What follows belongs to an exercise in optimizing a design on an open flow for small area; a production flow would make more cautious choices. Where RTL was checked, it was by simulation tests only, not by an equivalence proof against the original. The RTL of runs 1 to 3 was laid out without a check of its function. Power figures rest on the tool's default switching activity, not on a simulated workload.

### design/flow/config.mk
export PLATFORM = sky130hd
export DESIGN_NAME = top
export DESIGN_NICKNAME = top
export VERILOG_FILES = /design/flow/design.v
export SDC_FILE = /design/flow/constraint.sdc
export NUM_CORES = 4
export LEC_CHECK = 0
export CAP_MARGIN = 20
export CORE_MARGIN = 2
export CORE_UTILIZATION = 40
export CTS_BUF_LIST = sky130_fd_sc_hd__clkbuf_8
export SLEW_MARGIN = 20
### design/flow/constraint.sdc
create_clock -name core_clock -period 10.0 [get_ports {clk}]
set_input_delay 2.0000 -clock core_clock [delete_from_list [all_inputs] [get_ports {clk}]]
set_output_delay 2.0000 -clock core_clock [all_outputs]
set_load 0.01 [all_outputs]
### design/flow/design.v
`timescale 1ns / 1ps
module debouncer(
   input  clk,
   input  btn_in,
   output btn_out
   );
   reg r1, r2, r3;
   always @(posedge clk) begin
       r1 <= btn_in;
       r2 <= r1;
       r3 <= r2;
   end
   assign btn_out = r3;
endmodule
`timescale 1ns / 1ps
module clk5Hz(
    input  CLK,
    input  RST,
    output reg CLKOUT,
    output RISEP
    );
    localparam [23:0] END     = 24'ha691e4;
    localparam [23:0] ENDMASK = 24'hffff9f;
    reg [23:0] c;
    wire hit = ((c ^ END) & ENDMASK) == 24'd0;
    assign RISEP = hit & ~CLKOUT;
    always @(posedge CLK) begin
        if (RST | hit) c <= 24'd0;
        else           c <= {c[22:0], ~(c[23] ^ c[18])};
        if (RST)       CLKOUT <= 1'b0;
        else if (hit)  CLKOUT <= ~CLKOUT;
    end
endmodule
`timescale 1ns / 1ps
module clk66kHZ(
    input  CLK,
    input  RST,
    output reg CLKOUT,
    output RISE,
    output FALL
    );
    localparam [9:0] END     = 10'h2e7;
    localparam [9:0] ENDMASK = 10'h3fb;
    reg [9:0] c;
    wire hit = ((c ^ END) & ENDMASK) == 10'd0;
    assign RISE = hit & ~CLKOUT;
    assign FALL = hit & CLKOUT;
    always @(posedge CLK) begin
        if (RST | hit) c <= 10'd0;
        else           c <= {c[8:0], ~(c[9] ^ c[6])};
        if (RST)       CLKOUT <= 1'b0;
        else if (hit)  CLKOUT <= ~CLKOUT;
    end
endmodule
`timescale 1ns / 1ps
module PmodJSTK(
    input        CLK,
    input        RST,
    input  [1:0] SWD,       
    input        MISO,
    output       SS,
    output       SCLK,
    output       MOSI,
    output reg [2:0] B5,    
    output reg   JUP,       
    output reg   JDN        
    );
    localparam [6:0] IDLE = 7'h7e;
    localparam [6:0] PEND = 7'h7f;
    wire iSCLK, RISE, FALL, RISEP;
    clk66kHZ SerialClock(.CLK(CLK), .RST(RST), .CLKOUT(iSCLK), .RISE(RISE), .FALL(FALL));
    clk5Hz   genSndRec  (.CLK(CLK), .RST(RST), .CLKOUT(), .RISEP(RISEP));
    function [6:0] inc7;
        input [6:0] a;
        integer i;
        reg c;
        begin
            c = 1'b1;
            for (i = 0; i < 7; i = i + 1) begin
                inc7[i] = a[i] ^ c;
                c = c & a[i];
            end
        end
    endfunction
    reg  [6:0] s;
    reg  [1:0] w;           
    reg  [4:0] sr;          
    reg  [1:0] gl;          
    wire [3:0] p   = s[3:0];
    wire [2:0] n   = s[6:4];
    wire       act = ~(s[6] & s[5]);
    wire       CE  = act & (p[3] ^ p[2]);
    assign SS   = ~act | (s == 7'd0) | (s == 7'd81);
    assign SCLK = CE & iSCLK;
    assign MOSI = act & ((p == 4'd2) | (p == 4'd3) | (p == 4'd4) | (p == 4'd14) | (p == 4'd15) |
                         ((p == 4'd0 || p == 4'd1) && n != 3'd0) |
                         ((p == 4'd10) & w[1]) | ((p == 4'd11) & w[0]));
    wire [1:0] b2 = sr[1:0];
    wire       b1 = (n == 3'd0);
    always @(posedge CLK) begin
        if (RST) begin
            s  <= IDLE;
            B5 <= 3'b000;
            JUP <= 1'b0;
            JDN <= 1'b1;
        end else begin
            if (FALL & (s != IDLE))
                s <= (s == 7'd81) ? IDLE : inc7(s);
            else if (RISEP)
                s <= PEND;
            if (FALL & (s == 7'd80)) begin
                JUP <= gl[1];
                JDN <= gl[0];
                B5  <= sr[2:0];
            end
        end
    end
    always @(posedge CLK) begin
        if (FALL & act & (p == 4'd0))
            w <= SWD;
        if (RISE & CE)
            sr <= {sr[3:0], MISO};
        if (RISE & b1 & (p == 4'd4))
            gl <= {MISO, MISO};
        else if (RISE & b1 & ((p == 4'd5) | (p == 4'd6)))
            gl <= {gl[1] | MISO, gl[0] & MISO};
        else if (FALL & b1 & (p == 4'd12))
            gl <= {gl[1] | (sr[4] & (sr[3] | sr[2] | (sr[1] & sr[0]))),
                   ~(gl[0] & sr[4] & (sr[3] | sr[2]))};
        else if (FALL & (s == 7'd28))
            gl <= {(b2 == 2'd3) | ((b2 == 2'd2) & gl[1]),
                   (b2 == 2'd0) | ((b2 == 2'd1) & gl[0])};
    end
endmodule
`timescale 1ns / 1ps
module VGAdriver(
    input        clk,
    input        reset,
    output       video_on,
    output reg   hsync,
    output reg   vsync,
    output       p_tick,
    output reg [9:0] x,
    output reg [9:0] y
    );
    function [9:0] inc10;
        input [9:0] a;
        input       ci;
        integer i;
        reg c;
        begin
            c = ci;
            for (i = 0; i < 10; i = i + 1) begin
                inc10[i] = a[i] ^ c;
                c = c & a[i];
            end
        end
    endfunction
    function ge10;
        input [9:0] a;
        input [9:0] k;
        integer i;
        reg r;
        begin
            r = 1'b1;
            for (i = 0; i < 10; i = i + 1)
                r = k[i] ? (a[i] & r) : (a[i] | r);
            ge10 = r;
        end
    endfunction
    reg [1:0] r;
    wire xc = ~r[1] & r[0];                  
    wire hend = (x == 10'd799);
    wire yc = xc & hend;
    wire vend = (y == 10'd524);
    always @(posedge clk) begin
        if (reset) begin
            r <= 2'd0;
            hsync <= 1'b0;
            vsync <= 1'b0;
        end else begin
            r <= {r[1] ^ r[0], ~r[0]};
            hsync <= ge10(x, 10'd656) & ~ge10(x, 10'd752);
            vsync <= ge10(y, 10'd513) & ~ge10(y, 10'd515);
        end
        x <= (reset | yc) ? 10'd0 : inc10(x, xc);
        y <= (reset | (yc & vend)) ? 10'd0 : inc10(y, yc);
    end
    assign video_on = ~ge10(x, 10'd640) & ~ge10(y, 10'd480);
    assign p_tick   = (r == 2'd0);
endmodule
`timescale 1ns / 1ps
module pixelGenerator(
    input        clk,
    input        reset,
    input        up,
    input        down,
    input        video_on,
    input  [9:0] x,
    input  [9:0] y,
    input        switch,
    input        jup,
    input        jdn,
    input        pause,
    output       score,
    output [1:0] pq
    );
    function ge9;
        input [8:0] a;
        input [8:0] k;
        integer i;
        reg r;
        begin
            r = 1'b1;
            for (i = 0; i < 9; i = i + 1)
                r = k[i] ? (a[i] & r) : (a[i] | r);
            ge9 = r;
        end
    endfunction
    function [9:0] add10;
        input [9:0] a;
        input [9:0] b;
        input       ci;
        integer i;
        reg c;
        begin
            c = ci;
            for (i = 0; i < 10; i = i + 1) begin
                add10[i] = a[i] ^ b[i] ^ c;
                c = (a[i] & b[i]) | (c & (a[i] ^ b[i]));
            end
        end
    endfunction
    function [8:0] step9;
        input [8:0] a;
        input       up;
        input       ci;
        integer i;
        reg c;
        begin
            c = ci;
            for (i = 0; i < 9; i = i + 1) begin
                step9[i] = a[i] ^ c;
                c = c & ~(a[i] ^ up);
            end
        end
    endfunction
    reg  [8:0] nxb, nyb;
    reg        dxn, dyn;    
    reg  [8:0] nyp;
    reg        pady_q;      
    wire refresh_tick = (y == 10'd481) && (x == 10'd0);
    wire top    = (nyb == 9'd511);                           
    wire bottom = ge9(nyb, 9'd3) & ~ge9(nyb, 9'd275);         
    wire wall   = ge9(nxb, 9'd492);                          
    wire padx   = (nxb == 9'd214) | (nxb == 9'd213);          
    wire line481 = (y == 10'd481);
    wire [9:0] din = line481 ? ~{nyb, 1'b1} : y;
    wire [9:0] d = add10(din, {1'b1, nyp}, 1'b1);
    wire in72 = (d[9:6] == 4'd0) | ((d[9:6] == 4'd1) & (d[5:3] == 3'd0));    
    wire pady_c = (in72 | ((d[9:3] == 7'h7f) & (d[2:0] != 3'd0))) &      
                  (nyb[8:2] != 7'd0);                                    
    wire pady   = line481 ? pady_c : pady_q;
    wire hit_pad = ~top & ~bottom & ~wall & padx & pady;
    assign score = hit_pad;
    wire mv_up = switch ? up   : jup;
    wire mv_dn = switch ? down : jdn;
    wire pad_up = mv_up & ~ge9(nyp, 9'd508);                   
    wire pad_dn = mv_dn & ge9(nyp, 9'd107) & ~pad_up;          
    wire mv  = refresh_tick & ~pause;
    wire mup = mv & pad_up;
    wire mdn = mv & pad_dn;
    always @(posedge clk)
        if (reset) begin
            nyp <= 9'd511;
            nxb <= 9'd351;
            nyb <= 9'd391;
            dxn <= 1'b0;
            dyn <= 1'b0;
            pady_q <= 1'b0;
        end else begin
            if (line481)
                pady_q <= pady_c;
            if (!pause) begin
                if (top)          dyn <= 1'b0;
                else if (bottom)  dyn <= 1'b1;
                else if (wall)    dxn <= 1'b0;
                else if (hit_pad) dxn <= 1'b1;
            end
            nxb <= step9(nxb, dxn, mv);
            nyb <= step9(nyb, dyn, mv);
            nyp <= add10({1'b0, nyp}, {{8{mdn}}, mup, mup | mdn}, 1'b0);
        end
    wire wall_on = (x[9:3] == 7'd4);
    wire pad_on  = (x[9:2] == 8'd150) & in72;
    wire [9:0] bdx = add10({1'b0, x[9:1]}, {1'b0, nxb}, 1'b1);
    wire [9:0] bdy = add10({1'b0, y[9:1]}, {1'b0, nyb}, 1'b1);
    wire sq_ball_on = (bdx[8:2] == 7'd0) & (nxb[8:2] != 7'd0) & (bdy[8:2] == 7'd0) & (nyb[8:2] != 7'd0);
    wire [2:0] rom_addr = {bdy[1:0], y[0]};
    wire [2:0] rom_col  = {bdx[1:0], x[0]};
    wire edge_r = (rom_addr == 3'd0) | (rom_addr == 3'd7);
    wire near_r = (rom_addr == 3'd1) | (rom_addr == 3'd6);
    wire edge_c = (rom_col == 3'd0) | (rom_col == 3'd7);
    wire near_c = (rom_col == 3'd1) | (rom_col == 3'd6);
    wire rom_bit = ~(edge_c & (edge_r | near_r)) & ~(near_c & edge_r);
    wire ball_on = sq_ball_on & rom_bit;
    assign pq[1] = video_on & (wall_on | pad_on | ball_on);
    assign pq[0] = video_on & ~wall_on & ~pad_on;
endmodule
`timescale 1ns / 1ps
module scorecounter(
   input clk,
   input reset,
   input d_inc,
   output reg [3:0] dig0, dig1, dig2, dig3
   );
   function [3:0] bcdt;
       input [3:0] d;
       input       en;
       begin
           bcdt = {en & d[0] & (d[3] | (d[2] & d[1])),
                   en & d[1] & d[0],
                   en & d[0] & ~d[3],
                   en};
       end
   endfunction
   reg d_inc_q;
   always @(posedge clk)
       if (reset)
           d_inc_q <= 1'b0;
       else
           d_inc_q <= d_inc;
   wire en0 = d_inc & ~d_inc_q;
   wire en1 = en0 & dig0[3] & dig0[0];
   wire en2 = en1 & dig1[3] & dig1[0];
   wire en3 = en2 & dig2[3] & dig2[0];
   always @(posedge clk) begin
       dig0 <= reset ? 4'd0 : dig0 ^ bcdt(dig0, en0);
       dig1 <= reset ? 4'd0 : dig1 ^ bcdt(dig1, en1);
       dig2 <= reset ? 4'd0 : dig2 ^ bcdt(dig2, en2);
       dig3 <= reset ? 4'd0 : dig3 ^ bcdt(dig3, en3);
   end
endmodule
`timescale 1ns / 1ps
module sevenSeg(
    input        CLK,
    input        RST,
    input  [3:0] DIN1,
    input  [3:0] DIN2,
    input  [3:0] DIN3,
    input  [3:0] DIN4,
    output [3:0] AN,
    output [6:0] SEG
    );
    localparam [15:0] END     = 16'hc717;
    localparam [15:0] ENDMASK = 16'hf3ff;
    reg [15:0] c;
    reg        DCLK;
    reg [1:0]  a;
    reg        started;
    reg [3:0]  dig;
    wire hit = ((c ^ END) & ENDMASK) == 16'd0;
    wire [1:0] cnt = {a[1] ^ a[0], ~a[0]};
    wire [3:0] muxData = cnt[1] ? (cnt[0] ? DIN4 : DIN3) : (cnt[0] ? DIN2 : DIN1);
    always @(posedge CLK) begin
        if (RST | hit) c <= 16'd0;
        else           c <= {c[14:0], ~(c[15] ^ c[12])};
        if (RST) begin
            DCLK <= 1'b0;
            a <= 2'd3;
            started <= 1'b0;
            dig <= 4'd0;
        end else begin
            DCLK <= hit;
            if (DCLK) begin
                a <= cnt;
                started <= 1'b1;
                dig <= muxData;
            end
        end
    end
    assign AN = {~(started & a[1] & a[0]), ~(started & a[1] & ~a[0]),
                 ~(started & ~a[1] & a[0]), ~(started & ~a[1] & ~a[0])} & {4{started}};
    wire d3 = dig[3], d2 = dig[2], d1 = dig[1], d0 = dig[0];
    assign SEG[0] = ~d3 & ~d1 & (d2 ^ d0);                  
    assign SEG[1] = d2 & (d1 ^ d0);                         
    assign SEG[2] = ~d2 & d1 & ~d0;                         
    assign SEG[3] = ~d3 & ((~d1 & (d2 ^ d0)) | (d2 & d1 & d0));  
    assign SEG[4] = d0 | (d2 & ~d1);                        
    assign SEG[5] = ~d3 & ((~d2 & (d1 | d0)) | (d1 & d0));  
    assign SEG[6] = ~d3 & ((~d2 & ~d1) | (d2 & d1 & d0));   
endmodule
`timescale 1ns / 1ps
module top(
        clk, reset, up, down, hsync, vsync, rgb, pmod_switch, pause_switch,
        MISO, SW, SS, MOSI, SCLK, LED, an, seg
    );
    input clk;
    input reset;
    input up;
    input down;
    input pmod_switch;
    input pause_switch;
    output hsync;
    output vsync;
    output [11:0] rgb;
    input MISO;
    input [2:0] SW;
    output SS;
    output MOSI;
    output SCLK;
    output [2:0] LED;
    output [3:0] an;
    output [6:0] seg;
    wire w_reset, w_up, w_down, w_vid_on, w_p_tick;
    wire [9:0] w_x, w_y;
    wire [2:0] b5;
    wire jup, jdn, score;
    wire [1:0] pq_next;
    reg  [1:0] pq;
    wire [3:0] dig0, dig1, dig2, dig3;
    PmodJSTK PmodJSTK_Int(.CLK(clk), .RST(reset), .SWD({SW[1], SW[2]}), .MISO(MISO),
                          .SS(SS), .SCLK(SCLK), .MOSI(MOSI), .B5(b5), .JUP(jup), .JDN(jdn));
    assign LED = reset ? 3'b000 : {b5[1], b5[2], b5[0]};
    VGAdriver vga(.clk(clk), .reset(w_reset), .video_on(w_vid_on), .hsync(hsync), .vsync(vsync),
                  .p_tick(w_p_tick), .x(w_x), .y(w_y));
    pixelGenerator pg(.clk(clk), .reset(w_reset), .up(w_up), .down(w_down), .video_on(w_vid_on),
                      .x(w_x), .y(w_y), .switch(pmod_switch), .jup(jup), .jdn(jdn),
                      .pause(pause_switch), .score(score), .pq(pq_next));
    debouncer btReset(.clk(clk), .btn_in(reset), .btn_out(w_reset));
    debouncer btnU(.clk(clk), .btn_in(up), .btn_out(w_up));
    debouncer btnD(.clk(clk), .btn_in(down), .btn_out(w_down));
    scorecounter gs(.clk(clk), .reset(reset), .d_inc(score), .dig0(dig0), .dig1(dig1), .dig2(dig2), .dig3(dig3));
    sevenSeg display(.CLK(clk), .RST(reset), .DIN1(dig0), .DIN2(dig1), .DIN3(dig2), .DIN4(dig3),
                     .AN(an), .SEG(seg));
    always @(posedge clk)
        if (w_p_tick)
            pq <= pq_next;
    wire [3:0] nib = {pq[1], pq[1] & pq[0], pq[1], pq[0]};
    assign rgb = {nib, nib, nib};
endmodule
### design/flow/run.sh
#!/bin/bash
# synth_recipe.tcl (not shown) runs the flow's synth.tcl, then flattens the netlist and writes it again
# the make line also repeats each setting of config.mk as NAME=value (left out here)
make -C /OpenROAD-flow-scripts/flow DESIGN_CONFIG=/design/flow/config.mk WORK_HOME=/design/flow/orfs CLKGATE_MAP_FILE= SYNTH_SCRIPT=/design/flow/synth_recipe.tcl finish
==> reports/qor.yml, run 1 <==
layout:
  layout_common_cells: "152 x dfxtp_1, 60 x nor2_1, 58 x and2_1"
  final_cell_count_no_fill: 1097
  area_growth_pct: 11.9
  n_antenna_cell: 0
  drive_above_1_share: 0.0829
  fin_util: 0.458
  fin_area_um2: 8940
  nNetsFinal: 900
  mostFrequentLayoutCell: "dfxtp_1"
  nFillCells: 1896
worst_hold_path:
  holdCritPathClass: "reg2reg"
die:
  pin_count: 41
  fp.dieArea_um2: 21100
  die_y_um: 145
  rows: 51
  die_w_um: 145
  core_um2: 19500
  start_util: 0.409
cts:
  path_clk_slew_ns: 0.10
  clockBufferDepth: 2
  clock-root-buffer: "clkbuf_8"
  clock_latency_ns: 0.45
  cts_max_level: 4
  cts-resized-gates: 0
  cts_made_buffers: 17
  cts_tree: "done"
  postCtsSetupRepairBufs: 0
  cts_hold_buf: 0
  cts.sink_count: 163
timing:
  fin_tns_setup_ns: 0
  fin_crit_ns: 6.38
  hold_viol: 0
  period_share: 0.638
  maxSlewViolCount: 0
  fmax_ghz: 0.157
  rsz0062_at_grt: "no"
  tightest_slew_ns: 0.901
  finalClockSkew_ns: 0.0171
  setup_viol: 0
  slew_headroom: 0.397
global_routing:
  track_usage: 0.151
  grt_antenna_before_repair: 0
  grt_pass1_wl_mm: 26.0
  grt_max_degree: 61
  grt_pass1_vias: 5241
  grt_overflow: 0
detailed_routing:
  via_count: 5411
  dr.pass1.iters: 5
  antenna_left: 0
  drcViolationCount: 0
  wl_per_cell_um: 13.8
  avgViaCountPerCell: 4.93
  first_iter_violations: 243
  totalWireLength_mm: 15.1
pwr:
  power.leakage_nw: 3.63
  max-vdd-ir-drop_mv: 0.0896
  power.total_mw: 1.22
  power_density_nw_per_um2: 136
outcome:
  status: "no timing/DRC/antenna violations"
critical_path:
  crit_arrival_ns: 6.71
  worstPathRequired_ns: 10.32
  start_kind: "register"
  worstSetupPathType: "reg2reg"
  cp_max_fo: 6
  critPathCaptureType: "register"
yosys:
  synth_top_area_cell: "dfxtp_1"
  post_synth.cell_area_avg_um2: 9.96
  syn_inst: 802
  syn_area_um2: 7990
  synth_seq_cells: 163
  yosysTopAreaCellShare: 0.381
  synthFlopType: "dfxtp_1"
  synth_nets: 883
  async_reset_ff_frac: 0
  synth_area_leaders: "dfxtp_1 38%, fa_1 7.3%, ha_1 6.6%"
  ys_warn_count: 9
  synth_edf_count: 11
  yosysSeqAreaShare: 0.422
  synth.distinct_cells: 65
placed_design:
  port_buffers: 39
  dpl_cell_area_um2: 8520
  placed_cells: 1065
  place_hpwl_mm: 10.8
  place.gp.congestion: 0.813
job:
  maxCapViolCount: 0
[power by group]
group | switching [mW] | internal [mW]
Clock | 0.265 | 0.254
Sequential | 0.00328 | 0.661
Combinational | 0.0180 | 0.0140
[per-stage QoR]
stage,hold slack (ns),setup WS [ns]
floorplan,0.310,4.05
global placement,0.310,3.16
detailed placement,0.312,3.09
CTS,0.328,3.57
global route,0.337,3.22
finish,0.326,3.62
[per-layer routing]
metal  vias up  global-route usage  share of wire
met5         -                   0              0
li1       2755                   -              -
met3         8              0.0358          0.030
met2        56               0.237           0.46
met4         0              0.0422         0.0083
met1      2592               0.208           0.50
[final timing paths]
path	slack (ns)	end	cells after the start	startpoint
worst max-delay path	3.62	gs.dig3[1]	26	vga.y[0]
worst min-delay path	0.33	btnU.r3	0	btnU.r2
worst max register to register	3.62	gs.dig3[1]	26	vga.y[0]
worst min register to register	0.33	btnU.r3	0	btnU.r2
[cells by family after synthesis]
group                      count (synthesis)  share of synthesized area
and+or+nand+nor                          337                      0.240
DFF                                      163                      0.422
AOI/OAI and AO/OA                         83                     0.0720
buffers and inverters                     81                     0.0442
adders and majority gates                 71                      0.138
xor gates and xnor gates                  51                     0.0559
muxes                                     16                     0.0276
[layout make-up]
cell class | instances | area, µm² | share of cell area
Inverter | 36 | 135 | 0.0151
Tap cell | 265 | 332 | 0.0371
Clock inverter | 15 | 189 | 0.0211
Clock buffer | 17 | 234 | 0.0262
Sequential cell | 163 | 3370 | 0.377
Timing Repair Buffer | 43 | 415 | 0.0465
Multi-Input combinational cell | 558 | 4260 | 0.477
[synth_stat cells (all sizes together) (13+ instances only)]
master,n
a21oi,25
and2,59
and3,13
buf,16
clkbuf,29
dfxtp,152
fa,29
ha,42
inv,36
nand2,50
nand3,26
nor2,61
nor2b,31
nor3,23
xnor2,35
xor2,16
[critical path, stage by stage, from the launching register on]
cell,delay [ns]
dfxtp_1,0.48
nor4b_4,0.33
and3_1,0.33
a21oi_1,0.14
fa_1,0.46
fa_1,0.42
fa_1,0.39
inv_1,0.08
fa_1,0.16
inv_1,0.05
fa_1,0.37
inv_1,0.08
fa_1,0.16
inv_1,0.05
fa_1,0.37
inv_1,0.08
fa_1,0.43
nand2b_1,0.15
a21oi_1,0.24
nand3_1,0.11
mux2_4,0.32
and2_4,0.20
nor4_4,0.28
ha_1,0.19
nor2b_1,0.20
xnor2_1,0.14
nor2_1,0.05
[sequential cells by signal (all words and copies together), names as in the netlist, 5 cells and up]
name                        flops
PmodJSTK_Int.genSndRec.c       24
display.c                      16
PmodJSTK_Int.SerialClock.c     10
vga.x                          10
vga.y                          10
pg.nxb                          9
pg.nyb                          9
pg.nyp                          9
PmodJSTK_Int.s                  7
PmodJSTK_Int.sr                 5
==> run 2, diff against run 1 <==
--- a/design/flow/design.v
+++ b/design/flow/design.v
@@ -18,4 +18,3 @@
     input  RST,
-    output reg CLKOUT,
-    output RISEP
+    output HIT
     );
@@ -24,10 +23,6 @@
     reg [23:0] c;
-    wire hit = ((c ^ END) & ENDMASK) == 24'd0;
-    assign RISEP = hit & ~CLKOUT;
-    always @(posedge CLK) begin
-        if (RST | hit) c <= 24'd0;
+    assign HIT = ((c ^ END) & ENDMASK) == 24'd0;
+    always @(posedge CLK)
+        if (RST | HIT) c <= 24'd0;
         else           c <= {c[22:0], ~(c[23] ^ c[18])};
-        if (RST)       CLKOUT <= 1'b0;
-        else if (hit)  CLKOUT <= ~CLKOUT;
-    end
 endmodule
@@ -67,7 +62,8 @@
     );
-    localparam [6:0] IDLE = 7'h7e;
-    localparam [6:0] PEND = 7'h7f;
-    wire iSCLK, RISE, FALL, RISEP;
+    localparam [6:0] IDLE_HI = 7'h7c;
+    localparam [6:0] IDLE_LO = 7'h7e;
+    localparam [6:0] PEND    = 7'h7f;
+    wire iSCLK, RISE, FALL, HIT;
     clk66kHZ SerialClock(.CLK(CLK), .RST(RST), .CLKOUT(iSCLK), .RISE(RISE), .FALL(FALL));
-    clk5Hz   genSndRec  (.CLK(CLK), .RST(RST), .CLKOUT(), .RISEP(RISEP));
+    clk5Hz   genSndRec  (.CLK(CLK), .RST(RST), .HIT(HIT));
     function [6:0] inc7;
@@ -101,3 +97,3 @@
         if (RST) begin
-            s  <= IDLE;
+            s  <= IDLE_LO;
             B5 <= 3'b000;
@@ -106,6 +102,8 @@
         end else begin
-            if (FALL & (s != IDLE))
-                s <= (s == 7'd81) ? IDLE : inc7(s);
-            else if (RISEP)
+            if (FALL & (act | (s == PEND)))
+                s <= (s == 7'd81) ? IDLE_HI : inc7(s);
+            else if (HIT & (s == IDLE_LO))
                 s <= PEND;
+            else if (HIT & (s == IDLE_HI))
+                s <= IDLE_LO;
             if (FALL & (s == 7'd80)) begin
@@ -252,4 +250,4 @@
     wire refresh_tick = (y == 10'd481) && (x == 10'd0);
-    wire top    = (nyb == 9'd511);                           
-    wire bottom = ge9(nyb, 9'd3) & ~ge9(nyb, 9'd275);         
+    wire top    = (nyb[7:0] == 8'hff);                       
+    wire bottom = nyb[8] & ~ge9({1'b0, nyb[7:0]}, 9'd19);     
     wire wall   = ge9(nxb, 9'd492);                          
@@ -257,7 +255,8 @@
     wire line481 = (y == 10'd481);
-    wire [9:0] din = line481 ? ~{nyb, 1'b1} : y;
-    wire [9:0] d = add10(din, {1'b1, nyp}, 1'b1);
-    wire in72 = (d[9:6] == 4'd0) | ((d[9:6] == 4'd1) & (d[5:3] == 3'd0));    
-    wire pady_c = (in72 | ((d[9:3] == 7'h7f) & (d[2:0] != 3'd0))) &      
-                  (nyb[8:2] != 7'd0);                                    
+    wire [8:0] din = line481 ? {~nyb[7:0], 1'b0} : y[8:0];
+    wire [9:0] d10 = add10({1'b0, din}, {1'b0, nyp}, 1'b1);
+    wire [8:0] d = d10[8:0];
+    wire in72 = (d[8:6] == 3'd0) | ((d[8:6] == 3'd1) & (d[5:3] == 3'd0));    
+    wire pady_c = (in72 | ((d[8:3] == 6'h3f) & (d[2:0] != 3'd0))) &      
+                  nyb[8];                                                
     wire pady   = line481 ? pady_c : pady_q;
@@ -296,4 +295,4 @@
     wire [9:0] bdx = add10({1'b0, x[9:1]}, {1'b0, nxb}, 1'b1);
-    wire [9:0] bdy = add10({1'b0, y[9:1]}, {1'b0, nyb}, 1'b1);
-    wire sq_ball_on = (bdx[8:2] == 7'd0) & (nxb[8:2] != 7'd0) & (bdy[8:2] == 7'd0) & (nyb[8:2] != 7'd0);
+    wire [9:0] bdy = add10({2'b0, y[8:1]}, {2'b0, nyb[7:0]}, 1'b1);    
+    wire sq_ball_on = (bdx[8:2] == 7'd0) & (nxb[8:2] != 7'd0) & (bdy[7:2] == 6'd0) & nyb[8];
     wire [2:0] rom_addr = {bdy[1:0], y[0]};
--- a/design/flow/config.mk
+++ b/design/flow/config.mk
@@ -10,3 +10,5 @@
 export CORE_UTILIZATION = 40
-export CTS_BUF_LIST = sky130_fd_sc_hd__clkbuf_8
+export CTS_BUF_LIST = sky130_fd_sc_hd__clkbuf_16
+export CTS_CLUSTER_DIAMETER = 100
+export CTS_CLUSTER_SIZE = 40
 export SLEW_MARGIN = 20
==> run 2 against run 1 <==
Maximum frequency down 7.2%. Non-clock buffer count down 1. Sequential cell count down 1. Critical path depth down 9. Utilization up 0.48 points. Highest routed layer unchanged. Count of clock-buffer cells in the layout unchanged.
==> reports/qor.yml, run 2 <==
global_routing:
  grt_overflow: 0  # unchanged
  grt_antenna_before_repair: 0  # unchanged
  grt_pass1_wl_mm: 25.3  # -2.9%
  track_usage: 0.153  # +0.00256
  grt_pass1_vias: 5052  # -3.6%
  grt_max_degree: 65  # +6.6%
cts:
  path_clk_slew_ns: 0.07  # -0.03 ns
  clock-root-buffer: "clkbuf_16"
  postCtsSetupRepairBufs: 0  # unchanged
  clock_latency_ns: 0.43  # -0.02 ns
  cts.sink_count: 162  # -0.61%
  cts-resized-gates: 0  # unchanged
  clockBufferDepth: 2  # unchanged
  cts_made_buffers: 17  # unchanged
  cts_hold_buf: 0  # unchanged
  cts_max_level: 4  # unchanged
  cts_tree: "done"
worst_hold_path:
  holdCritPathClass: "reg2reg"
yosys:
  synth_top_area_cell: "dfxtp_1"
  synth_top_family_by_area: "simple AND/OR/NAND/NOR gates"
  synth_nets: 867  # -1.8%
  syn_inst: 788  # -1.7%
  yosysTopAreaCellShare: 0.384  # +0.00339
  synth.area.mux_share: 0.0286  # +0.00107
  synth_commonest_cells: "151 x dfxtp_1, 67 x nor2_1, 55 x and2_1"
  syn_area_um2: 7870  # -1.5%
  synth_edf_count: 11  # unchanged
  yosysSeqAreaShare: 0.426  # +0.00404
  ys_warn_count: 9  # unchanged
  async_reset_ff_frac: 0  # unchanged
  synth_seq_cells: 162  # -0.61%
  synthFlopType: "dfxtp_1"
  synth_fa_ha_area_frac: 0.136  # -0.00293
  synth_compound_area_frac: 0.0713  # -0.000786
  yosys.area_share.simple: 0.243  # +0.00374
  post_synth.cell_area_avg_um2: 9.98  # +0.21%
  yosysMostFrequentCell: "dfxtp_1"
  synth.distinct_cells: 65  # unchanged
  synth_xor_area_frac: 0.0534  # -0.00247
  synth_area_leaders: "dfxtp_1 38%, fa_1 6.9%, ha_1 6.7%"
critical_path:
  critPathCaptureType: "register"
  crit_arrival_ns: 7.21  # +0.50 ns
  worst-path-buf-inv: 3  # -2
  worstSetupPathType: "in2reg"
  start_kind: "input pin"
  crit_family: "simple AND/OR/NAND/NOR gates"
  cp_max_fo: 14  # +8
  path_cells: "clkdlybuf4s50_1 -> or4_1 -> nor4_2 -> nand2_1 -> or4_1 -> nand2_1 -> ha_1 -> inv_1 -> fa_1 -> inv_1 -> fa_1 -> fa_1 -> fa_1 -> fa_1 -> fa_1 -> fa_1 -> or2_2"
  crit_path_top_delay_cell: "or4_1"
  worstPathRequired_ns: 10.32  # about the same
  critPathMaxStageDelay_ns: 0.75  # +0.27 ns
  cp_common_cell: "fa_1"
timing:
  maxSlewViolCount: 0  # unchanged
  tightest_slew_ns: 0.717  # -0.184 ns
  slew_headroom: 0.518  # +0.121
  fmax_ghz: 0.145  # -7.2%
  rsz0062_at_grt: "no"
  setup_slack_ns: 3.12  # -0.499 ns
  finalClockSkew_ns: 0.0156  # -0.00144 ns
  hold_viol: 0  # unchanged
  fin_crit_ns: 6.88  # +0.499 ns
  setup_viol: 0  # unchanged
  period_share: 0.688  # +0.0499
  fin_tns_setup_ns: 0  # unchanged
outcome:
  status: "no timing/DRC/antenna violations"
layout:
  nNetsFinal: 886  # -1.6%
  regMostFlops: "PmodJSTK_Int.genSndRec.c"
  fin_util: 0.463  # +0.00482
  area_growth_pct: 14.1
  largest_register_ffs: 24  # unchanged
  layout_common_cells: "151 x dfxtp_1, 67 x nor2_1, 55 x and2_1"
  mostFrequentLayoutCell: "dfxtp_1"
  drive_above_1_share: 0.0756  # -0.00732
  n_antenna_cell: 0  # unchanged
  top_regs: "PmodJSTK_Int.genSndRec.c (24), display.c (16)"
die:
  core_um2: 19400  # -0.65%
  fp.dieArea_um2: 20800  # -1.5%
  start_util: 0.406  # -0.00363
  rows: 51  # unchanged
  die_w_um: 144  # -0.75%
  pin_count: 41  # unchanged
  die_y_um: 144  # -0.75%
detailed_routing:
  antenna_left: 0  # unchanged
  via_count: 5303  # -2.0%
  first_iter_violations: 251  # +3.3%
  wl_per_cell_um: 13.5  # -2.1%
  totalWireLength_mm: 14.7  # -3.2%
  avgViaCountPerCell: 4.89  # -0.91%
  dr.pass1.iters: 4  # -1
  drcViolationCount: 0  # unchanged
placed_design:
  place_hpwl_mm: 10.0  # -7.1%
  port_buffers: 39  # unchanged
  post-place-ws_ns: 2.56  # -0.532 ns
  place.gp.congestion: 0.765  # -5.9%
pwr:
  max-vdd-ir-drop_mv: 0.117  # +30%
  power.leakage_nw: 3.63  # about the same
  power.total_mw: 1.33  # +9.4%
  power_density_nw_per_um2: 148  # +9.0%
job:
  maxCapViolCount: 0  # unchanged
==> run 2: changes by cell type after synthesis, sizes merged, moves of 5 or more <==
cell,previous run,this run
mux2i,7,12
nand2,50,33
nand2b,11,21
nand3,26,13
nor2,61,67
nor3,23,28
o21ai,8,14
o22ai,6,1
or4,3,11
xnor2,35,29
==> run 2: cell families (layout without fill, tap and decap cells) <==
group           Yosys count  count (layout)
compound gates           84              84
xor+xnor                 48              48
fa+ha+maj                69              69
buf+inv                  74             106
flops                   162             162
mux                      17              17
simple gates            334             334
==> run 2: metrics by stage <==
stage               area [µm²]  hold slack [ns]  instances
global placement          8400            0.312       1053
finish                    8980            0.327       1085
floorplan                 7870            0.310        788
detailed placement        8400            0.312       1053
global route              8980            0.331       1085
CTS                       8970            0.327       1085
==> run 2: layout make-up <==
| cell class | instances | area, µm² |
|---|---|---|
| Fill cell | 1865 | 10400 |
| Multi-Input combinational cell | 552 | 4190 |
| Sequential cell | 162 | 3350 |
| Clock buffer | 17 | 425 |
| Timing Repair Buffer | 42 | 408 |
| Tap cell | 265 | 332 |
| Clock inverter | 15 | 146 |
| Inverter | 32 | 120 |
==> run 2: worst paths after layout <==
| path | startpoint | end | slack [ns] | cells after the start |
|---|---|---|---|---|
| worst min register to register | btnD.r2 | btnD.r3 | 0.33 | 0 |
| worst max register to register | vga.y[0] | gs.dig3[1] | 3.20 | 23 |
| worst max-delay path | pause_switch | pg.nyp[7] | 3.12 | 17 |
| worst min-delay path | btnD.r2 | btnD.r3 | 0.33 | 0 |
==> run 2: worst reg2reg max path, stage by stage (launching register included) <==
cell and delay, ns:
dfxtp_1 0.46, or4b_4 0.54, nor4_4 0.59, a21oi_1 0.24, fa_1 0.48, fa_1 0.42, fa_1 0.39, inv_1 0.08
fa_1 0.16, inv_1 0.05, fa_1 0.37, inv_1 0.09, fa_1 0.16, inv_1 0.05, fa_1 0.52, a21boi_0 0.38
a32oi_1 0.16, mux2_4 0.36, or2_2 0.38, nor3_1 0.20, ha_1 0.19, nor2b_1 0.20, xnor2_1 0.14, nor2_1 0.05
==> run 2: power by group <==
part | internal, mW | total (mW) | leakage, nW | switching [mW]
clock network | 0.351 | 0.638 | 0.277 | 0.288
registers | 0.658 | 0.661 | 1.32 | 0.00333
logic | 0.0144 | 0.0307 | 2.03 | 0.0163
total | 1.02 | 1.33 | 3.63 | 0.307
==> run 2: layer usage <==
metal  GRT usage  up-vias  share of wire
li1            -     2731              -
met1       0.220     2517           0.52
met2       0.226       49           0.45
met3      0.0371        6          0.025
met4      0.0496        0         0.0073
met5           0        -              0
==> run 3, diff against run 2 <==
--- a/design/flow/config.mk
+++ b/design/flow/config.mk
@@ -10,5 +10,5 @@
 export CORE_UTILIZATION = 40
-export CTS_BUF_LIST = sky130_fd_sc_hd__clkbuf_16
-export CTS_CLUSTER_DIAMETER = 100
-export CTS_CLUSTER_SIZE = 40
+export CTS_BUF_LIST = sky130_fd_sc_hd__clkbuf_8
+export CTS_CLUSTER_DIAMETER = 60
+export CTS_CLUSTER_SIZE = 25
 export SLEW_MARGIN = 20
==> run 3 against run 2 <==
Synthesized area unchanged. Non-clock buffer count unchanged. Sequential cell count unchanged. Sequential power hardly changed. Global-route usage down 0.21 points. Maximum frequency up 0.43%. Clock power decreased by 27%. Count of clock-buffer cells in the layout unchanged. Final cell count is the same. Combinational power is essentially flat. Total power decreased by 13%. Critical path depth unchanged. Critical path type unchanged. Critical endpoint unchanged.
==> reports/qor.yml, run 3 <==
yosys:
  synth_commonest_cells: "151 x dfxtp_1, 67 x nor2_1, 55 x and2_1"
  syn_inst: 788  # unchanged
  synth_top_area_cell: "dfxtp_1"
  yosysTopAreaCellShare: 0.384  # unchanged
  post_synth.cell_area_avg_um2: 9.98  # unchanged
  yosysMostFrequentCell: "dfxtp_1"
  synthFlopType: "dfxtp_1"
  synth_area_leaders: "dfxtp_1 38%, fa_1 6.9%, ha_1 6.7%"
  async_reset_ff_frac: 0  # unchanged
  yosysSeqAreaShare: 0.426  # unchanged
  synth_nets: 867  # unchanged
  synth_seq_cells: 162  # unchanged
  ys_warn_count: 9  # unchanged
  synth.distinct_cells: 65  # unchanged
  syn_area_um2: 7870  # unchanged
  synth_edf_count: 11  # unchanged
timing:
  finalClockSkew_ns: 0.0160  # +0.000388 ns
  maxSlewViolCount: 0  # unchanged
  fmax_ghz: 0.146  # +0.43%
  period_share: 0.685  # -0.00295
  setup_slack_ns: 3.15  # +0.0295 ns
  slew_headroom: 0.523  # +0.00476
  tightest_slew_ns: 0.710  # -0.00708 ns
  hold_viol: 0  # unchanged
  setup_viol: 0  # unchanged
  fin_crit_ns: 6.85  # -0.0295 ns
  rsz0062_at_grt: "no"
  fin_tns_setup_ns: 0  # unchanged
cts:
  clockBufferDepth: 2  # unchanged
  cts_tree: "done"
  cts.sink_count: 162  # unchanged
  path_clk_slew_ns: 0.09  # +0.02 ns
  cts_hold_buf: 0  # unchanged
  cts_made_buffers: 17  # unchanged
  postCtsSetupRepairBufs: 0  # unchanged
  cts_max_level: 4  # unchanged
  clock-root-buffer: "clkbuf_8"
  clock_latency_ns: 0.46  # +0.03 ns
  cts-resized-gates: 0  # unchanged
die:
  core_um2: 19400  # unchanged
  pin_count: 41  # unchanged
  fp.dieArea_um2: 20800  # unchanged
  start_util: 0.406  # unchanged
  die_y_um: 144  # unchanged
  rows: 51  # unchanged
  die_w_um: 144  # unchanged
layout:
  nNetsFinal: 886  # unchanged
  drive_above_1_share: 0.0756  # unchanged
  top_regs: "PmodJSTK_Int.genSndRec.c (24), display.c (16)"
  mostFrequentLayoutCell: "dfxtp_1"
  layout_common_cells: "151 x dfxtp_1, 67 x nor2_1, 55 x and2_1"
  n_antenna_cell: 0  # unchanged
  largest_register_ffs: 24  # unchanged
  regMostFlops: "PmodJSTK_Int.genSndRec.c"
  fin_util: 0.453  # -0.00987
  fin_area_um2: 8780  # -2.1%
  area_growth_pct: 11.7
critical_path:
  crit_path_top_delay_cell: "or4_1"
  cp_common_cell: "fa_1"
  crit_start: "pause_switch"
  critPathMaxStageDelay_ns: 0.75  # about the same
  critPathCaptureType: "register"
  crit_arrival_ns: 7.20  # about the same
  cp_max_fo: 14  # unchanged
  crit_family: "simple AND/OR/NAND/NOR gates"
  worstSetupPathType: "in2reg"
  start_kind: "input pin"
  reg2reg_from: "vga.y[0]"
  path_cells: "clkdlybuf4s50_1 -> or4_1 -> nor4_2 -> nand2_1 -> or4_1 -> nand2_1 -> ha_1 -> inv_1 -> fa_1 -> inv_1 -> fa_1 -> fa_1 -> fa_1 -> fa_1 -> fa_1 -> fa_1 -> or2_2"
  worstPathRequired_ns: 10.34  # +0.02 ns
  worst-path-buf-inv: 3  # unchanged
detailed_routing:
  wl_per_cell_um: 13.4  # -1.2%
  totalWireLength_mm: 14.5  # -1.2%
  avgViaCountPerCell: 4.88  # -0.11%
  dr.pass1.iters: 4  # unchanged
  antenna_left: 0  # unchanged
  drcViolationCount: 0  # unchanged
  via_count: 5297  # -0.11%
  first_iter_violations: 235  # -6.4%
global_routing:
  grt_overflow: 0  # unchanged
  grt_antenna_before_repair: 0  # unchanged
  grt_pass1_wl_mm: 25.1  # -0.93%
  grt_max_degree: 65  # unchanged
  grt_pass1_vias: 5023  # -0.57%
  track_usage: 0.151  # -0.00210
pwr:
  max-vdd-ir-drop_mv: 0.0848  # -27%
  combPwrFrac: 0.026  # +0.003
  clkPwrFrac: 0.404  # -0.076
  power.total_mw: 1.16  # -13%
  p_seq_frac: 0.570  # +0.073
  switching_share: 0.244  # +0.0132
  p_int_uw: 876  # -14%
  power_density_nw_per_um2: 132  # -11%
  power.leakage_nw: 3.54  # -2.4%
  switching_power_uw: 283  # -7.8%
placed_design:
  place_hpwl_mm: 10.0  # unchanged
  dpl_cell_area_um2: 8400  # unchanged
  post-place-ws_ns: 2.56  # unchanged
  port_buffers: 39  # unchanged
  place.gp.congestion: 0.765  # unchanged
job:
  maxCapViolCount: 0  # unchanged
worst_hold_path:
  holdCritPathClass: "reg2reg"
  hold_path_startpoint: "btnD.r2"
outcome:
  status: "no timing/DRC/antenna violations"
[run 3: cell counts after synthesis]
No cell type changed its count.
[run 3: layout make-up]
type                       count  area, µm²
fill                        1887      10600
clock buffer                  17        234
tap                          265        332
sequential                   162       3350
timing repair buffer          42        408
multi-input combinational    552       4190
clock inverter                15        146
inverter                      32        120
[run 3: kinds of logic (layout without fill, tap and decap cells)]
group | after synthesis | after routing | share of synthesized area
and+or+nand+nor | 334 | 334 | 0.243
DFF | 162 | 162 | 0.426
AOI/OAI and AO/OA | 84 | 84 | 0.0713
buffers and inverters | 74 | 106 | 0.0415
adders and majority gates | 69 | 69 | 0.136
xor gates and xnor gates | 48 | 48 | 0.0534
muxes | 17 | 17 | 0.0286
[run 3: power by group through the flow]
stage	clock network [mW]	registers (mW)	logic (mW)
after floorplan	0	0.675	0.0200
after global placement	0	0.676	0.0311
after detailed placement	0	0.676	0.0311
after CTS	0.488	0.661	0.0314
after global routing	0.515	0.662	0.0344
final	0.468	0.661	0.0307
[run 3: layer usage]
layer / GRT usage / wire, µm / part of all wire
met3: 0.0291 / 308 / 0.021
met4: 0.0542 / 205 / 0.014
met5: 0 / 0 / 0
met2: 0.224 / 6450 / 0.45
met1: 0.219 / 7520 / 0.52
[run 3: path summary, 6_finish.rpt]
path,to,slack [ns],cells past startpoint
hold reg to reg,btnD.r3,0.33,0
setup reg to reg,gs.dig3[3],3.21,23
setup / recovery,pg.nyp[7],3.15,17
hold / removal,btnD.r3,0.33,0
[run 3: worst register-to-register path, stage by stage (launching register included)]
cell	delay [ns]
dfxtp_1	0.47
or4b_4	0.54
nor4_4	0.58
a21oi_1	0.23
fa_1	0.48
fa_1	0.42
fa_1	0.39
inv_1	0.08
fa_1	0.16
inv_1	0.05
fa_1	0.37
inv_1	0.09
fa_1	0.16
inv_1	0.05
fa_1	0.52
a21boi_0	0.38
a32oi_1	0.16
mux2_4	0.35
or2_2	0.38
nor3_1	0.20
ha_1	0.19
nor2b_1	0.20
nand3_1	0.10
a21oi_1	0.15
[run 3: through the flow]
stage                     cells  hold slack (ns)
after floorplan             788            0.310
after global placement     1053            0.312
after detailed placement   1053            0.312
after CTS                  1085            0.333
after global routing       1085            0.339
final                      1085            0.332
==> run 4, diff against run 3 <==
--- a/design/flow/design.v
+++ b/design/flow/design.v
@@ -18,3 +18,4 @@
     input  RST,
-    output HIT
+    output reg CLKOUT,
+    output RISEP
     );
@@ -23,6 +24,10 @@
     reg [23:0] c;
-    assign HIT = ((c ^ END) & ENDMASK) == 24'd0;
-    always @(posedge CLK)
-        if (RST | HIT) c <= 24'd0;
+    wire hit = ((c ^ END) & ENDMASK) == 24'd0;
+    assign RISEP = hit & ~CLKOUT;
+    always @(posedge CLK) begin
+        if (RST | hit) c <= 24'd0;
         else           c <= {c[22:0], ~(c[23] ^ c[18])};
+        if (RST)       CLKOUT <= 1'b0;
+        else if (hit)  CLKOUT <= ~CLKOUT;
+    end
 endmodule
@@ -62,8 +67,7 @@
     );
-    localparam [6:0] IDLE_HI = 7'h7c;
-    localparam [6:0] IDLE_LO = 7'h7e;
-    localparam [6:0] PEND    = 7'h7f;
-    wire iSCLK, RISE, FALL, HIT;
+    localparam [6:0] IDLE = 7'h7e;
+    localparam [6:0] PEND = 7'h7f;
+    wire iSCLK, RISE, FALL, RISEP;
     clk66kHZ SerialClock(.CLK(CLK), .RST(RST), .CLKOUT(iSCLK), .RISE(RISE), .FALL(FALL));
-    clk5Hz   genSndRec  (.CLK(CLK), .RST(RST), .HIT(HIT));
+    clk5Hz   genSndRec  (.CLK(CLK), .RST(RST), .CLKOUT(), .RISEP(RISEP));
     function [6:0] inc7;
@@ -97,3 +101,3 @@
         if (RST) begin
-            s  <= IDLE_LO;
+            s  <= IDLE;
             B5 <= 3'b000;
@@ -102,8 +106,6 @@
         end else begin
-            if (FALL & (act | (s == PEND)))
-                s <= (s == 7'd81) ? IDLE_HI : inc7(s);
-            else if (HIT & (s == IDLE_LO))
+            if (FALL & (s != IDLE))
+                s <= (s == 7'd81) ? IDLE : inc7(s);
+            else if (RISEP)
                 s <= PEND;
-            else if (HIT & (s == IDLE_HI))
-                s <= IDLE_LO;
             if (FALL & (s == 7'd80)) begin
@@ -145,3 +147,2 @@
         input [9:0] a;
-        input       ci;
         integer i;
@@ -149,3 +150,3 @@
         begin
-            c = ci;
+            c = 1'b1;
             for (i = 0; i < 10; i = i + 1) begin
@@ -169,6 +170,3 @@
     reg [1:0] r;
-    wire xc = ~r[1] & r[0];                  
     wire hend = (x == 10'd799);
-    wire yc = xc & hend;
-    wire vend = (y == 10'd524);
     always @(posedge clk) begin
@@ -176,2 +174,4 @@
             r <= 2'd0;
+            x <= 10'd0;
+            y <= 10'd0;
             hsync <= 1'b0;
@@ -180,2 +180,7 @@
             r <= {r[1] ^ r[0], ~r[0]};
+            if (r == 2'd1) begin
+                x <= hend ? 10'd0 : inc10(x);
+                if (hend)
+                    y <= (y == 10'd524) ? 10'd0 : inc10(y);
+            end
             hsync <= ge10(x, 10'd656) & ~ge10(x, 10'd752);
@@ -183,4 +188,2 @@
         end
-        x <= (reset | yc) ? 10'd0 : inc10(x, xc);
-        y <= (reset | (yc & vend)) ? 10'd0 : inc10(y, yc);
     end
@@ -234,3 +237,2 @@
         input       up;
-        input       ci;
         integer i;
@@ -238,3 +240,3 @@
         begin
-            c = ci;
+            c = 1'b1;
             for (i = 0; i < 9; i = i + 1) begin
@@ -250,4 +252,4 @@
     wire refresh_tick = (y == 10'd481) && (x == 10'd0);
-    wire top    = (nyb[7:0] == 8'hff);                       
-    wire bottom = nyb[8] & ~ge9({1'b0, nyb[7:0]}, 9'd19);     
+    wire top    = (nyb == 9'd511);                           
+    wire bottom = ge9(nyb, 9'd3) & ~ge9(nyb, 9'd275);         
     wire wall   = ge9(nxb, 9'd492);                          
@@ -255,8 +257,7 @@
     wire line481 = (y == 10'd481);
-    wire [8:0] din = line481 ? {~nyb[7:0], 1'b0} : y[8:0];
-    wire [9:0] d10 = add10({1'b0, din}, {1'b0, nyp}, 1'b1);
-    wire [8:0] d = d10[8:0];
-    wire in72 = (d[8:6] == 3'd0) | ((d[8:6] == 3'd1) & (d[5:3] == 3'd0));    
-    wire pady_c = (in72 | ((d[8:3] == 6'h3f) & (d[2:0] != 3'd0))) &      
-                  nyb[8];                                                
+    wire [9:0] din = line481 ? ~{nyb, 1'b1} : y;
+    wire [9:0] d = add10(din, {1'b1, nyp}, 1'b1);
+    wire in72 = (d[9:6] == 4'd0) | ((d[9:6] == 4'd1) & (d[5:3] == 3'd0));    
+    wire pady_c = (in72 | ((d[9:3] == 7'h7f) & (d[2:0] != 3'd0))) &      
+                  (nyb[8:2] != 7'd0);                                    
     wire pady   = line481 ? pady_c : pady_q;
@@ -268,5 +269,2 @@
     wire pad_dn = mv_dn & ge9(nyp, 9'd107) & ~pad_up;          
-    wire mv  = refresh_tick & ~pause;
-    wire mup = mv & pad_up;
-    wire mdn = mv & pad_dn;
     always @(posedge clk)
@@ -287,6 +285,9 @@
                 else if (hit_pad) dxn <= 1'b1;
+                if (refresh_tick) begin
+                    nxb <= step9(nxb, dxn);
+                    nyb <= step9(nyb, dyn);
+                    if (pad_up | pad_dn)
+                        nyp <= add10({1'b0, nyp}, {{8{pad_dn}}, ~pad_dn, 1'b1}, 1'b0);
+                end
             end
-            nxb <= step9(nxb, dxn, mv);
-            nyb <= step9(nyb, dyn, mv);
-            nyp <= add10({1'b0, nyp}, {{8{mdn}}, mup, mup | mdn}, 1'b0);
         end
@@ -295,4 +296,4 @@
     wire [9:0] bdx = add10({1'b0, x[9:1]}, {1'b0, nxb}, 1'b1);
-    wire [9:0] bdy = add10({2'b0, y[8:1]}, {2'b0, nyb[7:0]}, 1'b1);    
-    wire sq_ball_on = (bdx[8:2] == 7'd0) & (nxb[8:2] != 7'd0) & (bdy[7:2] == 6'd0) & nyb[8];
+    wire [9:0] bdy = add10({1'b0, y[9:1]}, {1'b0, nyb}, 1'b1);
+    wire sq_ball_on = (bdx[8:2] == 7'd0) & (nxb[8:2] != 7'd0) & (bdy[8:2] == 7'd0) & (nyb[8:2] != 7'd0);
     wire [2:0] rom_addr = {bdy[1:0], y[0]};
@@ -315,10 +316,9 @@
    );
-   function [3:0] bcdt;
+   function [3:0] bcdinc;
        input [3:0] d;
-       input       en;
        begin
-           bcdt = {en & d[0] & (d[3] | (d[2] & d[1])),
-                   en & d[1] & d[0],
-                   en & d[0] & ~d[3],
-                   en};
+           bcdinc = {(d[3] & ~d[0]) | (d[2] & d[1] & d[0]),
+                     d[2] ^ (d[1] & d[0]),
+                     ~d[3] & (d[1] ^ d[0]),
+                     ~d[0]};
        end
@@ -335,8 +335,14 @@
    wire en3 = en2 & dig2[3] & dig2[0];
-   always @(posedge clk) begin
-       dig0 <= reset ? 4'd0 : dig0 ^ bcdt(dig0, en0);
-       dig1 <= reset ? 4'd0 : dig1 ^ bcdt(dig1, en1);
-       dig2 <= reset ? 4'd0 : dig2 ^ bcdt(dig2, en2);
-       dig3 <= reset ? 4'd0 : dig3 ^ bcdt(dig3, en3);
-   end
+   always @(posedge clk)
+       if (reset) begin
+           dig3 <= 4'd0;
+           dig2 <= 4'd0;
+           dig1 <= 4'd0;
+           dig0 <= 4'd0;
+       end else begin
+           if (en0) dig0 <= bcdinc(dig0);
+           if (en1) dig1 <= bcdinc(dig1);
+           if (en2) dig2 <= bcdinc(dig2);
+           if (en3) dig3 <= bcdinc(dig3);
+       end
 endmodule
--- a/design/flow/config.mk
+++ b/design/flow/config.mk
@@ -10,5 +10,2 @@
 export CORE_UTILIZATION = 40
-export CTS_BUF_LIST = sky130_fd_sc_hd__clkbuf_8
-export CTS_CLUSTER_DIAMETER = 60
-export CTS_CLUSTER_SIZE = 25
 export SLEW_MARGIN = 20
==> run 4 against run 3 <==
Cell area rose by 8.0%. Die area rose by 7.2%. Clock skew fell by 0.0061 ns. Clock power rose by 34%. Synthesized cell count rose by 10%. Routed wire length rose by 13%. Via count rose by 13%. Utilization rose by 0.12 points. Critical path depth rose by 7. Highest routed layer unchanged.
==> reports/qor.yml, run 4 <==
detailed_routing:
  via_count: 5986  # +13%
  dr.pass1.iters: 5  # +1
  avgViaCountPerCell: 5.13  # +5.0%
  drcViolationCount: 0  # unchanged
  antenna_left: 0  # unchanged
  totalWireLength_mm: 16.4  # +13%
  first_iter_violations: 271  # +15%
  wl_per_cell_um: 14.0  # +5.0%
critical_path:
  r2r_setup_slack_ns: 3.57  # +0.36 ns
  cp_max_fo: 15  # +1
  worstSetupPathType: "reg2reg"
  critPathCaptureType: "register"
  crit_start: "vga.y[0]"
  endpoint: "gs.dig3[2]"
  worstPathRequired_ns: 10.31  # -0.03 ns
  start_kind: "register"
  crit_arrival_ns: 6.74  # -0.46 ns
  reg2reg_to: "gs.dig3[2]"
  r2r_cells: 24  # +4.3%
  reg2reg_from: "vga.y[0]"
timing:
  fmax_ghz: 0.156  # +6.7%
  fin_crit_ns: 6.43  # -0.429 ns
  hold_viol: 0  # unchanged
  maxSlewViolCount: 0  # unchanged
  tightest_slew_ns: 0.853  # +0.142 ns
  fin_tns_setup_ns: 0  # unchanged
  rsz0062_at_grt: "no"
  period_share: 0.643  # -0.0429
  slew_headroom: 0.417  # -0.106
  finalClockSkew_ns: 0.00993  # -0.00607 ns
  setup_slack_ns: 3.57  # +0.429 ns
  setup_viol: 0  # unchanged
cts:
  postCtsSetupRepairBufs: 0  # unchanged
  cts_max_level: 4  # unchanged
  cts.sink_count: 163  # +0.62%
  cts-resized-gates: 0  # unchanged
  cts_made_buffers: 17  # unchanged
  clock_latency_ns: 0.42  # -0.04 ns
  path_clk_slew_ns: 0.07  # -0.02 ns
  clockBufferDepth: 2  # unchanged
  clock-root-buffer: "clkbuf_16"
  cts_tree: "done"
  cts_hold_buf: 0  # unchanged
pwr:
  power_density_nw_per_um2: 141  # +6.7%
  max-vdd-ir-drop_mv: 0.115  # +36%
  power.leakage_nw: 3.66  # +3.2%
layout:
  regMostFlops: "PmodJSTK_Int.genSndRec.c"
  area_growth_pct: 12.3
  nNetsFinal: 962  # +8.6%
  layout_common_cells: "152 x dfxtp_1, 70 x nor2_1, 55 x nand2_1"
  largest_register_ffs: 24  # unchanged
  top_regs: "PmodJSTK_Int.genSndRec.c (24), display.c (16)"
  n_antenna_cell: 0  # unchanged
  final_cell_count_no_fill: 1168  # +7.6%
  mostFrequentLayoutCell: "dfxtp_1"
  drive_above_1_share: 0.0817  # +0.00614
yosys:
  synth.distinct_cells: 76  # +17%
  synth_edf_count: 11  # unchanged
  synth_seq_cells: 163  # +0.62%
  synthFlopType: "dfxtp_1"
  yosysTopAreaCellShare: 0.360  # -0.0241
  synth_area_leaders: "dfxtp_1 36%, fa_1 6.9%, ha_1 6.4%"
  synth_top_family_by_area: "simple AND/OR/NAND/NOR gates"
  yosysMostFrequentCell: "dfxtp_1"
  synth_nets: 951  # +9.7%
  synth_top_area_cell: "dfxtp_1"
  syn_area_um2: 8450  # +7.4%
  synth_xor_area_frac: 0.0435  # -0.00990
  synth.area.mux_share: 0.0505  # +0.0219
  yosys.area_share.simple: 0.228  # -0.0151
  synth_compound_area_frac: 0.0933  # +0.0220
  syn_inst: 869  # +10%
  synth_fa_ha_area_frac: 0.132  # -0.00311
  async_reset_ff_frac: 0  # unchanged
  yosysSeqAreaShare: 0.399  # -0.0270
  post_synth.cell_area_avg_um2: 9.72  # -2.6%
  synth_commonest_cells: "152 x dfxtp_1, 71 x nor2_1, 55 x nand2_1"
  ys_warn_count: 9  # unchanged
placed_design:
  port_buffers: 39  # unchanged
  place.gp.congestion: 0.767  # +0.21%
  post-place-ws_ns: 3.26  # +0.701 ns
  place_hpwl_mm: 11.5  # +15%
  placed_cells: 1136  # +7.9%
global_routing:
  grt_max_degree: 77  # +18%
  grt_antenna_before_repair: 0  # unchanged
  track_usage: 0.157  # +0.00618
  grt_pass1_wl_mm: 28.5  # +14%
  grt_overflow: 0  # unchanged
  grt_pass1_vias: 5819  # +16%
job:
  maxCapViolCount: 0  # unchanged
worst_hold_path:
  hold_path_startpoint: "btnD.r2"
  holdCritPathClass: "reg2reg"
die:
  die_y_um: 149  # +3.5%
  start_util: 0.404  # -0.00108
  die_w_um: 149  # +3.5%
  pin_count: 41  # unchanged
  core_um2: 20900  # +7.7%
  fp.dieArea_um2: 22300  # +7.2%
  rows: 53  # +3.9%
outcome:
  status: "no timing/DRC/antenna violations"
## run 4: changes by cell type after synthesis, moves of 10 or more
cell	change
nand3_1	+29
nand2_1	+22
or4_1	-11
o21ai_0	+10
and2_1	-15
mux2i_1	+10
## run 4: report_power, final
group          internal, mW  switching, mW
Combinational        0.0189         0.0237
Clock                 0.332          0.296
Sequential            0.662        0.00381
## run 4: how the worst min path moves through the flow
stage,to,cells after the start
floorplan,btReset.r2,0
global placement,btnD.r2,0
detailed placement,btnD.r2,0
CTS,btnD.r3,0
global route,btnD.r3,0
finish,btnD.r3,0
## run 4: stage by stage
stage	instance area [µm²]	utilization	total power [mW]	hold slack, ns
2_1_floorplan	8450	-	0.710	0.310
3_3_place_gp	8910	0.427	0.723	0.311
3_5_place_dp	8910	0.427	0.724	0.314
4_1_cts	9480	0.454	1.36	0.322
5_1_grt	9480	0.454	1.39	0.325
6_report	9480	0.454	1.34	0.320
## run 4: routing by layer
layer	global-route usage	part of all wire	vias to the layer above
li1	-	-	3028
met1	0.215	0.50	2861
met2	0.252	0.46	87
met3	0.0349	0.029	10
met4	0.0414	0.011	0
met5	0	0	-
## run 4: layout make-up
type / instances / area (µm²)
Clock inverter: 14 / 140
Clock buffer: 18 / 429
Inverter: 40 / 150
Fill cell: 2011 / 11400
Sequential cell: 163 / 3370
Timing Repair Buffer: 43 / 415
Tap cell: 275 / 344
Multi-Input combinational cell: 615 / 4630
## run 4: kinds of logic (layout without fill, tap and decap cells)
group | Yosys count | after routing
flops | 163 | 163
mux | 36 | 36
compound gates | 116 | 116
buf+inv | 91 | 115
simple gates | 349 | 349
xor+xnor | 42 | 42
fa+ha+maj | 72 | 72
## run 4: worst max-delay path, cell delays in order, from the launching register on
cell       delay (ns)
dfxtp_1          0.44
ha_1             0.18
nor4b_4          0.28
nand3b_2         0.32
nor2_1           0.17
a21oi_1          0.07
fa_1             0.45
fa_1             0.42
fa_1             0.39
inv_1            0.08
fa_1             0.16
inv_1            0.05
fa_1             0.38
inv_1            0.08
fa_1             0.16
inv_1            0.05
fa_1             0.37
inv_1            0.08
fa_1             0.42
nand2b_1         0.15
a21oi_1          0.21
nand3_1          0.11
mux2_4           0.37
a2111oi_1        0.52
mux2_2           0.38

==> separate check: timing with driven ports <==
The results above use ideal ports. As a check the final layouts listed here were re-extracted and re-timed, cells and wires unchanged.
Step 1 (the two cells are an assumption about what drives the block):
set clk [get_ports {clk}]
set_driving_cell -lib_cell sky130_fd_sc_hd__clkbuf_16 $clk
set_driving_cell -lib_cell sky130_fd_sc_hd__buf_2 [delete_from_list [all_inputs] $clk]
Step 2 also shifts input and output timing later by t, the mid clock arrival at the registers, as if the neighbouring blocks saw the same clock.
Slacks: ideal ports / drivers / drivers and shift; pairs: ideal ports / drivers.
run | t (ns) | setup slack, ns | worst slew at a driven data input, ns
run 1 | 0.486 | 3.615 / 3.615 / 3.145 | 0.03
run 2 | 0.468 | 3.116 / 3.134 / 2.666 | 0.03
run 3 | 0.486 | 3.146 / 3.159 / 2.672 | 0.03
run 4 | 0.463 | 3.575 / 3.575 / 3.290 | 0.03
After both steps every run listed still meets setup and hold. The setup slack of run 3, which loses most, moves by +0.013 ns with the drivers and by -0.474 ns with both steps.
